What follows belongs to an exercise in optimizing a design on an open flow for small area and a short achievable clock period; a production flow would make more cautious choices.
Only simulation tests tie the RTL to the original design; equivalence was not proved.
No activity file was given, so power comes from the tool's default toggle rates.

## flow/design.v (module list and top-level ports; edited modules follow where they fit)
// module multiplier: 3621 lines
// module FA: 4 lines
// module FAX: 6 lines
// module HA: 4 lines
// module HAN: 4 lines
// module OR2: 3 lines
// module FA1: 4 lines
// module MAJ: 3 lines
// module BTWO: 3 lines
// module BSGN: 3 lines
// module PPSEL: 3 lines
// module PPSELN: 3 lines
// module INV: 3 lines
// module NAND2: 3 lines
// module NOR2: 3 lines
// module XOR2: 3 lines
// module XNOR2: 3 lines
// module AOI21: 3 lines
// module OAI21: 3 lines
// module CPA: 1076 lines
module multiplier (
    input clk,
    input rst,
    input start,
    input [31:0] A,
    input [31:0] B,
    input [7:0] Physical_address_in,
    input [31:0] PC_in,
    output [63:0] Product,
    output reg done,
    output reg [7:0] Physical_address_out,
    output reg [31:0] PC_out
);
  // ...
==> flow/flow/run.sh <==
#!/bin/bash
# Layout flow: the standard ORFS flow (standard.sh) with extra ORFS
# settings read from flow/knobs.txt (one VAR=value per line; @FLOW@ stands
# for this flow folder). Its output goes to standard.log.
set -euo pipefail
flowdir="$(pwd)/flow"
knobs=()
while IFS= read -r line; do
  [[ -z "$line" || "$line" == \#* ]] && continue
  knobs+=("${line//@FLOW@/$flowdir}")
done < flow/knobs.txt
bash standard.sh "${knobs[@]}" finish > standard.log 2>&1
==> flow/flow/downsize.tcl <==
# Start the layout from the smallest drive strength of every logic cell that
# synthesis sized up; the flow's timing repair then sizes up what needs it.
set n 0
foreach inst [[ord::get_db_block] getInsts] {
  set m [[$inst getMaster] getName]
  if {![regexp {^(sky130_fd_sc_hd__[a-z0-9]+)_([0-9]+)$} $m -> base size]} { continue }
  if {$size <= 1} { continue }
  if {[string match "*df*" $base] || [string match "*conb*" $base] || [string match "*clk*" $base] || [string match "*maj3*" $base]} { continue }
  set small [get_lib_cells -quiet ${base}_1]
  if {$small == ""} { continue }
  replace_cell [$inst getName] $small
  incr n
}
puts "downsize: $n cells set to drive strength 1"
==> flow/flow/knobs.txt <==
BUFFER_PORTS_ARGS=-buffer_cell sky130_fd_sc_hd__buf_1
PRE_FLOORPLAN_TCL=@FLOW@/downsize.tcl
SETUP_MOVE_SEQUENCE=unbuffer,sizeup,swap
==> flow/standard.sh <==
#!/bin/bash
# synth_recipe.tcl (not shown) runs the flow's synth.tcl, then flattens the netlist and writes it again
# the make line also repeats each setting of config.mk as NAME=value (left out here)
make -C /OpenROAD-flow-scripts/flow DESIGN_CONFIG=/design/flow/config.mk WORK_HOME=/design/flow/orfs CLKGATE_MAP_FILE= SYNTH_SCRIPT=/design/flow/synth_recipe.tcl "${@:-finish}"
==> flow/config.mk <==
export PLATFORM = sky130hd
export DESIGN_NAME = multiplier
export DESIGN_NICKNAME = multiplier
export VERILOG_FILES = /design/flow/design.v
export SDC_FILE = /design/flow/constraint.sdc
export NUM_CORES = 8
export LEC_CHECK = 0
export CAP_MARGIN = 20
export CORE_MARGIN = 2
export CORE_UTILIZATION = 40
export PLACE_DENSITY = 0.7
export SETUP_SLACK_MARGIN = 0.75
export SLEW_MARGIN = 20
export SYNTH_HIERARCHICAL = 1
export SYNTH_MINIMUM_KEEP_SIZE = 0
==> flow/constraint.sdc <==
create_clock -name core_clock -period 5.0 [get_ports {clk}]
set_input_delay 1.0000 -clock core_clock [delete_from_list [all_inputs] [get_ports {clk}]]
set_output_delay 1.0000 -clock core_clock [all_outputs]
set_load 0.01 [all_outputs]
==> impl_results.md, run 1 <==
- Status: timing/DRC/antenna clean
- Switching pwr: 12.2 mW
- GR Layer Usage met2: 40.5%
- Hold buffer count at cts: 0
- Reg clk slew, reported paths: 0.10 ns
- Vias: 23500
- Most used cell, CP: xor2_2
- Drc violations: 0
- GRT Max-Usage Layer: met2
- PortBufs: 211
- Int Power: 10.8 mW
- # rows: 95
- Number of buffers created by CTS: 17
- Area of the core: 67400 um^2
- Pwr top: combinational logic
- Static Leak: 11.8 nW
- VDD IR max: 0.000785 V
- Clock power share: 6.5%
- Final min period: 4.22 ns
- Layout cells sized above 1: 12.4%
- FF/Latch Area: 3690 um^2
- Setup violations, final: 0
- Rel. slew slack: 45.8%
- Fill cell count: 6335
- Post-Route Utilization: 46.9%
- Routed len/inst: 22.1 um
- DIE WIDTH: 265 um
- Biggest Area Class: multi-input combinational cells
Testbench counts, summed over its fixed seeds: latency 24,000, ops 24,000.
==> run 2: changes to the inputs <==
==> flow/flow/knobs.txt (replaced) <==
BUFFER_PORTS_ARGS=-buffer_cell sky130_fd_sc_hd__buf_1
PRE_FLOORPLAN_TCL=@FLOW@/downsize.tcl
SETUP_MOVE_SEQUENCE=sizeup,swap,buffer,clone
==> run 2 against run 1 <==
Hold slack got worse by 0.00058 ns. Synthesized cell count unchanged. Sequential share of layout area about the same. Largest power group unchanged. Critical path type unchanged. Flip-flop and latch count unchanged. Maximum frequency is 2.6% higher. Combinational power hardly changed. Wire length is essentially flat. Highest routed layer unchanged. Total power increased by 0.54%.
==> impl_results.md, run 2 <==
- Arrival @ worst endpoint: 3.11 ns
- Final worst-path cycle share: 82.2%
- Non-filler cells, final: 4061
- Post-Synthesis Cells: 2759
- Pwr Density: 731 nW/um^2
- Die Span Y: 265 um
- Most common cell after layout, fill and taps aside: xor2_1
- Reg clk slew, reported paths: 0.10 ns (about the same)
- Crit path kind: flop to output pin
- Global-route wire length before repair: 137000 um
- Routed Antenna Nets: 0
- Gate power share: 81.8%
- Int Power: 10.9 mW (+1.2%)
- Sw Share: 52.9%
- Placed Cells: 4010
- Sequential share of power: 11.7%
- Drt total wl: 89700 um
- Rel. slew slack: 43.7% (-2.1 points)
- Ys Warns: 7
- Initial core utilization: 40.5%
- Final Max Slew Viols: 0
- Setup violations, final: 0 (unchanged)
- Drc violations: 0 (unchanged)
- DR pass1 iterations: 6
- CP Launch Type: flop
- PortBufs: 211 (unchanged)
- Die Area: 70400 um^2
- Worst-case clock buffer depth: 2
- Static Leak: 11.8 nW (+0.15%)
- Final setup TNS: 0 ns
- Crit path from: r33_0
- Final min period: 4.11 ns (-0.107 ns)
- VDD IR max: 0.000774 V (-1.4%)
- Vias per cell: 5.78
- DIE WIDTH: 265 um (unchanged)
- Vias: 23500 (-0.34%)
- HP Class: primary input to flop
- CTS tree: done
- GRT Total Usage: 25.3%
- Switching pwr: 12.2 mW (about the same)
- Worst Setup EP: Product[62]
- Biggest register: PC_out
- Max Cap Viol: 0
- Final hold viol count: 0
- Max Freq: 243 MHz
- Number of H-tree levels: 4
- Layout cells sized above 1: 12.1% (-0.26 points)
- CTS Root Cell: clkbuf_16
- Layout net count: 3647
- CP Capture Type: output pin
- Routability cong.: 0.964
- Crit-path max FO: 8
- Pin count of the biggest net entering global routing: 31
- GR Overflow Total: 0
- Area of the core: 67400 um^2 (unchanged)
- Most frequent cells in the layout: xor2_1, a22oi_1, fa_1
- DP Wirelength: 71700 um
- Fill cell count: 6331 (-0.063%)
- Max reg flops: 32
- Routed len/inst: 22.1 um (-0.29%)
- RSZ-0062 raised after global routing: true
- Vias in the first global route: 23700
- Violation count after the first detailed-route iteration: 2658
- Clock power share: 6.5% (about the same)
- Sink Count: 184
- Largest regs: PC_out: 32 flops, Physical_address_out: 8 flops
- # rows: 95 (unchanged)
- Slew at the pin with the worst max-slew slack: 0.844 ns
- Number of buffers created by CTS: 17 (unchanged)
- Status: timing/DRC/antenna clean
- Crit path required time: 4.00 ns
- Initial antenna violation count: 14
- IO Count: 212
-- run 2: power groups by stage --
stage,clock network (mW),registers (mW),logic [mW]
2_1_floorplan,0,2.66,13.0
3_3_place_gp,0,2.71,17.7
3_5_place_dp,0,2.72,18.1
4_1_cts,1.56,2.69,18.4
5_1_grt,1.60,2.78,20.9
6_report,1.50,2.71,18.9
-- run 2: how the worst min path moves through the flow --
stage                    from          to  slack [ns]  depth (start not counted)
finish              PC_in[20]  PC_out[20]        0.56                          1
global route         PC_in[2]   PC_out[2]        0.53                          1
CTS                  PC_in[4]   PC_out[4]        0.51                          1
detailed placement   PC_in[4]   PC_out[4]        1.09                          1
global placement    PC_in[14]  PC_out[14]        1.09                          1
floorplan            PC_in[0]   PC_out[0]        1.03                          0
-- run 2: layout make-up --
class / instances / area, um^2 / share of cell area [%]
flip-flops and latches: 184 / 3690 / 11.7
repair buffers: 385 / 2220 / 7.02
clock inverters: 15 / 218 / 0.689
inverters: 73 / 277 / 0.874
diodes: 9 / 22.5 / 0.0712
multi-input cells: 2505 / 23700 / 74.9
well taps: 873 / 1090 / 3.45
clock buffers: 17 / 425 / 1.35
-- run 2: critical path, cell delays in order, from the launching register on --
cell      delay (ns)
dfxtp_2         0.36
xor2_2          0.16
xor2_1          0.23
xor2_1          0.31
a21oi_2         0.15
o21ai_4         0.23
a21oi_4         0.12
o21ai_4         0.29
inv_4           0.12
o21ai_1         0.14
a21oi_1         0.06
xnor2_1         0.24
clkbuf_2        0.18
-- run 2: what timing repair did --
item                                    4_1_cts  5_1_grt
pin swaps                                     5       27
resized for setup                            20       53
hold buffers                                  0        0
cloned                                        0        0
setup buffers                                 4        6
endpoints found under the setup margin       48       63
-- run 2: layer usage --
metal | vias up | track usage (%) | routed length (um)
met3 | 216 | 7.12 | 8740
met5 | - | 0 | 71
li1 | 10500 | - | -
met1 | 11500 | 31.8 | 35800
met2 | 1231 | 40.5 | 41500
met4 | 10 | 11.3 | 3570
-- run 2: per-stage QoR --
| stage | instance area (um^2) | power (mW) | util [%] | hold slack [ns] | setup slack, ns |
|---|---|---|---|---|---|
| after floorplan | 27400 | 15.7 | - | 1.03 | 0.798 |
| after global placement | 30600 | 20.4 | 45.3 | 1.09 | 0.238 |
| after detailed placement | 30600 | 20.8 | 45.3 | 1.09 | 0.206 |
| after CTS | 31300 | 22.7 | 46.4 | 0.507 | 0.729 |
| after global routing | 31600 | 25.3 | 46.9 | 0.531 | 0.724 |
| final | 31600 | 23.1 | 46.9 | 0.562 | 0.891 |
==> run 3: changes to the inputs <==
==> flow/flow/knobs.txt (replaced) <==
BUFFER_PORTS_ARGS=-buffer_cell sky130_fd_sc_hd__buf_1
PRE_FLOORPLAN_TCL=@FLOW@/downsize.tcl
--- a/flow/config.mk
+++ b/flow/config.mk
@@ -9,3 +9,3 @@
 export CORE_MARGIN = 2
-export CORE_UTILIZATION = 40
+export CORE_UTILIZATION = 35
 export PLACE_DENSITY = 0.7
==> run 3 against run 2 <==
Sequential power barely moved. Still clean on timing, DRC and antenna. Via count rose by 0.60%. Final cell count rose by 4.5%. Largest cell class unchanged. Largest power group unchanged.
==> impl_results.md, run 3 <==
- Status: timing/DRC/antenna clean
- PortBufs: 211 (unchanged)
- Multi-input gate area: 23700 um^2 (+0.20%)
- Post-Place Cell Area: 30800 um^2 (+0.92%)
- Met2 Wirelength: 42500 um (+2.5%)
- Fill cell count: 7665 (+21%)
- Crit path required time: 5.39 ns (+1.39 ns)
- Vias per cell: 5.56 (-3.7%)
- Violation count after the first detailed-route iteration: 2390 (-10%)
- Area of the core: 77300 um^2 (+15%)
- Setup violations, final: 0 (unchanged)
- Static Leak: 12.0 nW (+1.4%)
- Hold Worst Slack: 0.567 ns (+0.00574 ns)
- Post-Synthesis Cells: 2759 (unchanged)
- Routed Antenna Nets: 0 (unchanged)
- Initial core utilization: 35.3% (-5.2 points)
- Pin count of the biggest net entering global routing: 46 (+48%)
- Most frequent cells in the layout: xor2_1, a22oi_1, fa_1
- GR Overflow Total: 0 (unchanged)
- DR WL met3: 7730 um (-12%)
- Placed Cells: 4180 (+4.2%)
- VDD IR max: 0.000790 V (+2.1%)
- DR pass1 iterations: 7 (+1)
- Critical-path top delay cell: fa_1
- Max Cap Viol: 0 (unchanged)
- Rel. slew slack: 47.7% (+4.0 points)
- Worst path bufs/invs: 3 (+1)
- Biggest register: PC_out
- CP Launch Type: primary input
- Worst hold path stage count: 1 (unchanged)
- Final worst-path cycle share: 82.3% (+0.17 points)
- DP Wirelength: 73300 um (+2.1%)
- Max Freq: 243 MHz (-0.21%)
- Vias: 23600 (+0.60%)
- Vias in the first global route: 23600 (-0.46%)
- HP Class: primary input to flop
- Ys Warns: 7 (unchanged)
- Worst-case clock buffer depth: 2 (unchanged)
- Top layer in use: met5
- Final setup TNS: 0 ns (unchanged)
- Non-filler cells, final: 4244 (+4.5%)
- Layout cells sized above 1: 13.9% (+1.8 points)
- Reg clk slew, reported paths: 0.09 ns (about the same)
- Number of H-tree levels: 4 (unchanged)
- Sink Count: 184 (unchanged)
- Die Area: 80300 um^2 (+14%)
- GRT Total Usage: 22.4% (-2.9 points)
- Setup WS pre-CTS: 0.355 ns (+0.149 ns)
- Drc violations: 0 (unchanged)
- Layout net count: 3670 (+0.63%)
- Number of buffers created by CTS: 17 (unchanged)
- Routability cong.: 0.935 (-3.0%)
- Final hold viol count: 0 (unchanged)
- Min-delay src: PC_in[13]
- Routed len/inst: 21.6 um (-2.1%)
- CTS Root Cell: clkbuf_16
- Crit-path max FO: 24 (+16)
- Initial antenna violation count: 9 (-5)
- Max reg flops: 32 (unchanged)
- Most common cell after layout, fill and taps aside: xor2_1
- Global-route wire length before repair: 139000 um (+2.0%)
- Fin area: 32100 um^2 (+1.4%)
- CP top delay family: adder cells
- Final Max Slew Viols: 0 (unchanged)
- # rows: 102 (+7.4%)
- Pwr Density: 751 nW/um^2 (+2.6%)
- Crit path kind: primary input to flop
- Worst path depth: 9 (-3)
- Most used cell, CP: fa_1
- Critical path cell sequence: buf_2, buf_4, a21boi_1, inv_1, fa_1, fa_1, fa_1, maj3_2, maj3_2
- IO Count: 212 (unchanged)
- CTS tree: done
- RSZ-0062 raised after global routing: true
- Arrival @ worst endpoint: 4.51 ns (+1.40 ns)
- Die Span Y: 283 um (+6.8%)
- Final min period: 4.12 ns (+0.00851 ns)
- Setup ws final: 0.883 ns (-0.00851 ns)
- WL met1: 38100 um (+6.4%)
- Drt total wl: 91800 um (+2.3%)
- Worst path max stage delay: 0.59 ns (+0.23 ns)
- DIE WIDTH: 283 um (+6.8%)
- Largest regs: PC_out: 32 flops, Physical_address_out: 8 flops
- CP Capture Type: flop
- Hold endpoint: PC_out[13]
- Slew at the pin with the worst max-slew slack: 0.784 ns (-0.0598 ns)
- FF/Latch Area: 3700 um^2 (+0.34%)
[run 3: final cells by class]
type                       instances  area share [%]
multi-input combinational       2505            74.0
inverter                          73           0.882
clock buffer                      18            1.34
clock inverter                    14           0.472
antenna                            2          0.0156
tap                             1040            4.06
sequential                       184            11.5
timing repair buffer             408            7.74
[run 3: worst max path at each step]
stage / startpoint / to / slack (ns)
4_1_cts: r36_0 / Product[63] / 0.74
3_5_place_dp: B[19] / r21_0 / 0.36
2_1_floorplan: B[6] / r38_0 / 0.80
3_3_place_gp: B[19] / r27_1 / 0.42
5_1_grt: r31_0 / Product[36] / 0.68
6_report: B[19] / r21_0 / 0.88
[run 3: layer usage]
metal	track usage [%]	up-vias
met4	8.52	10
met1	29.2	11700
met2	36.3	1133
met3	4.73	214
li1	-	10600
met5	0	-
[run 3: repair_timing]
action,CTS,global route
pin swaps,15,50
setup buffers,10,20
endpoints found under the setup margin,36,31
hold endpoints to repair,0,0
gates resized for setup,24,96
hold buffers,0,0
cloned,0,0
[run 3: metrics by stage]
step                power (mW)  util (%)
floorplan                 15.7         -
global placement          20.7      39.9
detailed placement        21.0      39.9
CTS                       23.0      40.9
global route              26.2      41.5
finish                    24.1      41.5
[run 3: power breakdown]
group | internal (mW) | leakage (nW) | total, mW | switching (mW)
Combinational | 8.54 | 10.1 | 19.9 | 11.4
Sequential | 2.32 | 1.55 | 2.73 | 0.407
Clock | 0.667 | 0.279 | 1.43 | 0.763
Total | 11.5 | 12.0 | 24.1 | 12.6
==> run 4: changes to the inputs <==
--- a/flow/config.mk
+++ b/flow/config.mk
@@ -9,3 +9,3 @@
 export CORE_MARGIN = 2
-export CORE_UTILIZATION = 35
+export CORE_UTILIZATION = 45
 export PLACE_DENSITY = 0.7
==> run 4 against run 3 <==
Critical path depth rose by 5. Largest cell class unchanged. Via count rose by 0.93%. Hold slack improved by 0.0049 ns. Clock power barely moved. Still clean. Total power fell by 2.7%. Non-clock buffer count fell by 14.
==> impl_results.md, run 4 <==
- Status: timing/DRC/antenna clean
- Rel. slew slack: 46.5% (-1.3 points)
- Setup ws final: 0.901 ns (+0.0183 ns)
- RSZ-0062 raised after global routing: false
- CP Capture Type: output pin
- DR WL met3: 9460 um (+22%)
- Layout net count: 3656 (-0.38%)
- Die Area: 62700 um^2 (-22%)
- Final hold viol count: 0 (unchanged)
- Worst path bufs/invs: 4 (+1)
- Sw Share: 52.2% (+0.10 points)
- Final setup TNS: 0 ns (unchanged)
- Most frequent cells in the layout: xor2_1, a22oi_1, fa_1
- Pwr Density: 743 nW/um^2 (-1.0%)
- Max reg flops: 32 (unchanged)
- Layout cells sized above 1: 12.3% (-1.7 points)
- Gate power share: 82.4% (-0.3 points)
- GRT Total Usage: 28.4% (+6.0 points)
- PortBufs: 211 (unchanged)
- Global-route wire length before repair: 137000 um (-1.6%)
- Critical path cell sequence: xor2_2, xor2_1, buf_4, xor2_2, nand2_1, nor2_4, a21oi_2, buf_4, o21ai_4, buf_6, a21oi_1, o21ai_1, xor2_1, buf_1
- Worst path depth: 14 (+5)
- Final min period: 4.10 ns (-0.0183 ns)
- Routed len/inst: 22.6 um (+4.5%)
- IO Count: 212 (unchanged)
- Worst Setup EP: Product[58]
- Initial antenna violation count: 11 (+2)
- Final Max Slew Viols: 0 (unchanged)
- Post-Synthesis Cells: 2759 (unchanged)
- Vias in the first global route: 23800 (+0.91%)
- Static Leak: 11.8 nW (-0.96%)
- Area of the core: 60200 um^2 (-22%)
- Crit-path max FO: 8 (-67%)
- Clock power share: 6.1% (+0.2 points)
- CTS tree: done
- # rows: 90 (-12%)
- Met2 Wirelength: 40600 um (-4.6%)
- Crit path from: r38_0
- Max Cap Viol: 0 (unchanged)
- Post-Route Utilization: 52.3% (+11 points)
- Setup WS pre-CTS: 0.428 ns (+0.0726 ns)
- Drc violations: 0 (unchanged)
- Pin count of the biggest net entering global routing: 49 (+6.5%)
- Drt total wl: 89800 um (-2.1%)
- Ys Warns: 7 (unchanged)
- Routability cong.: 0.995 (+6.3%)
- Routed Antenna Nets: 0 (unchanged)
- Worst-case clock buffer depth: 2 (unchanged)
- Die Span Y: 250 um (-12%)
- Vias per cell: 5.99 (+7.7%)
- Initial core utilization: 45.4% (+10 points)
- Worst path max stage delay: 0.39 ns (-0.20 ns)
- Biggest register: PC_out
- Crit path kind: flop to output pin
- Top layer in use: met5
- Final worst-path cycle share: 82.0% (-0.37 points)
- Arrival @ worst endpoint: 3.10 ns (-1.41 ns)
- DP Wirelength: 70200 um (-4.2%)
- Setup violations, final: 0 (unchanged)
- Vias: 23800 (+0.93%)
- CP Launch Type: flop
- Sink Count: 184 (unchanged)
- WL met1: 36100 um (-5.2%)
- Sequential share of power: 11.6% (+0.3 points)
- GR Overflow Total: 0 (unchanged)
- HP Class: primary input to flop
- Crit path required time: 4.00 ns (-1.39 ns)
- CTS Root Cell: clkbuf_16
- Most common cell after layout, fill and taps aside: xor2_1
- CP top delay family: XOR/XNOR gates
- Max Freq: 244 MHz (+0.45%)
- Violation count after the first detailed-route iteration: 2756 (+15%)
- Int Power: 11.2 mW (-2.9%)
- Reg clk slew, reported paths: 0.08 ns (about the same)
- Largest regs: PC_out: 32 flops, Physical_address_out: 8 flops
- Hold buffer count at cts: 0 (unchanged)
- Worst hold path stage count: 1 (unchanged)
- DR pass1 iterations: 7 (unchanged)
- Number of H-tree levels: 4 (unchanged)
- Critical-path top delay cell: dfxtp_1
- Switching pwr: 12.2 mW (-2.5%)
- Slew at the pin with the worst max-slew slack: 0.803 ns (+0.0190 ns)
- Number of buffers created by CTS: 17 (unchanged)
- VDD IR max: 0.000725 V (-8.2%)
- DIE WIDTH: 250 um (-12%)
[run 4: metrics by stage]
stage / instances / power [mW] / hold WS [ns] / instance area, um^2
finish: 3977 / 23.4 / 0.572 / 31500
global route: 3977 / 25.6 / 0.538 / 31500
CTS: 3949 / 22.8 / 0.527 / 31100
detailed placement: 3907 / 20.7 / 1.09 / 30400
global placement: 3907 / 20.4 / 1.09 / 30400
floorplan: 2766 / 15.7 / 1.03 / 27400
[run 4: layer usage]
layer  vias up  track usage, %
met5         -               0
met4         8            13.0
met3       237            8.08
met2      1392            44.2
met1     11700            36.6
li1      10500               -
[run 4: cell type report]
cell class / count / area [um^2]
clock inverter: 14 / 150
fill: 5562 / 28700
multi-input combinational: 2505 / 23600
antenna: 7 / 17.5
sequential: 184 / 3690
inverter: 73 / 277
timing repair buffer: 394 / 2350
clock buffer: 18 / 439
tap: 782 / 978
[run 4: worst min-delay path by stage]
stage / endpoint / slack [ns] / from
detailed placement: Physical_address_out[4] / 1.09 / Physical_address_in[4]
CTS: Physical_address_out[4] / 0.53 / Physical_address_in[4]
finish: PC_out[14] / 0.57 / PC_in[14]
floorplan: PC_out[0] / 1.03 / PC_in[0]
global placement: PC_out[24] / 1.09 / PC_in[24]
global route: PC_out[31] / 0.54 / PC_in[31]
[run 4: power groups by stage]
stage	Clock [mW]	Combinational, mW	Sequential, mW
2_1_floorplan	0	13.0	2.66
3_3_place_gp	0	17.7	2.71
3_5_place_dp	0	18.0	2.73
4_1_cts	1.48	18.6	2.70
5_1_grt	1.52	21.2	2.79
6_report	1.42	19.3	2.72
[run 4: timing repair]
| action | CTS | global route |
|---|---|---|
| setup endpoints to repair | 33 | 42 |
| endpoints found under the hold margin | 0 | 0 |
| cloned | 0 | 1 |
| gates resized for setup | 25 | 53 |
| pin swaps | 12 | 34 |
| setup buffers | 10 | 20 |

afterwards: timing with drivers on the ports:
The flow's constraints put no driver on any port. The routed layouts listed below were extracted and timed again, unchanged, in two steps.
Step 1 (the two cells are an assumption about what drives the block):
set clk [get_ports {clk}]
set_driving_cell -lib_cell sky130_fd_sc_hd__clkbuf_16 $clk
set_driving_cell -lib_cell sky130_fd_sc_hd__buf_2 [delete_from_list [all_inputs] $clk]
Step 2 moves the port delays by t, midway between the first and last clock arrival at a register: inputs arrive t later, outputs are due t later. That takes back most of the time a late clock gives input paths.
a / b / c = ideal / step 1 / step 2; a / b = the first two.
run | t (ns) | slack for setup (ns) | hold slack, ns | clock arrival spread, ns | worst slew at a driven data input, ns
run 1 | 0.572 | 0.784 / 0.720 / 0.326 | 0.562 / 0.522 / 1.093 | 0.025 / 0.025 | 0.17
run 2 | 0.571 | 0.891 / 0.828 / 0.329 | 0.562 / 0.522 / 1.093 | 0.027 / 0.027 | 0.17
run 3 | 0.565 | 0.883 / 0.826 / 0.304 | 0.567 / 0.533 / 1.097 | 0.027 / 0.027 | 0.11
run 4 | 0.570 | 0.901 / 0.837 / 0.315 | 0.572 / 0.532 / 1.102 | 0.028 / 0.028 | 0.14
After both steps every run listed still meets setup and hold. For run 4, which loses most, drivers alone change the setup slack by -0.064 ns; drivers and shift together by -0.586 ns.
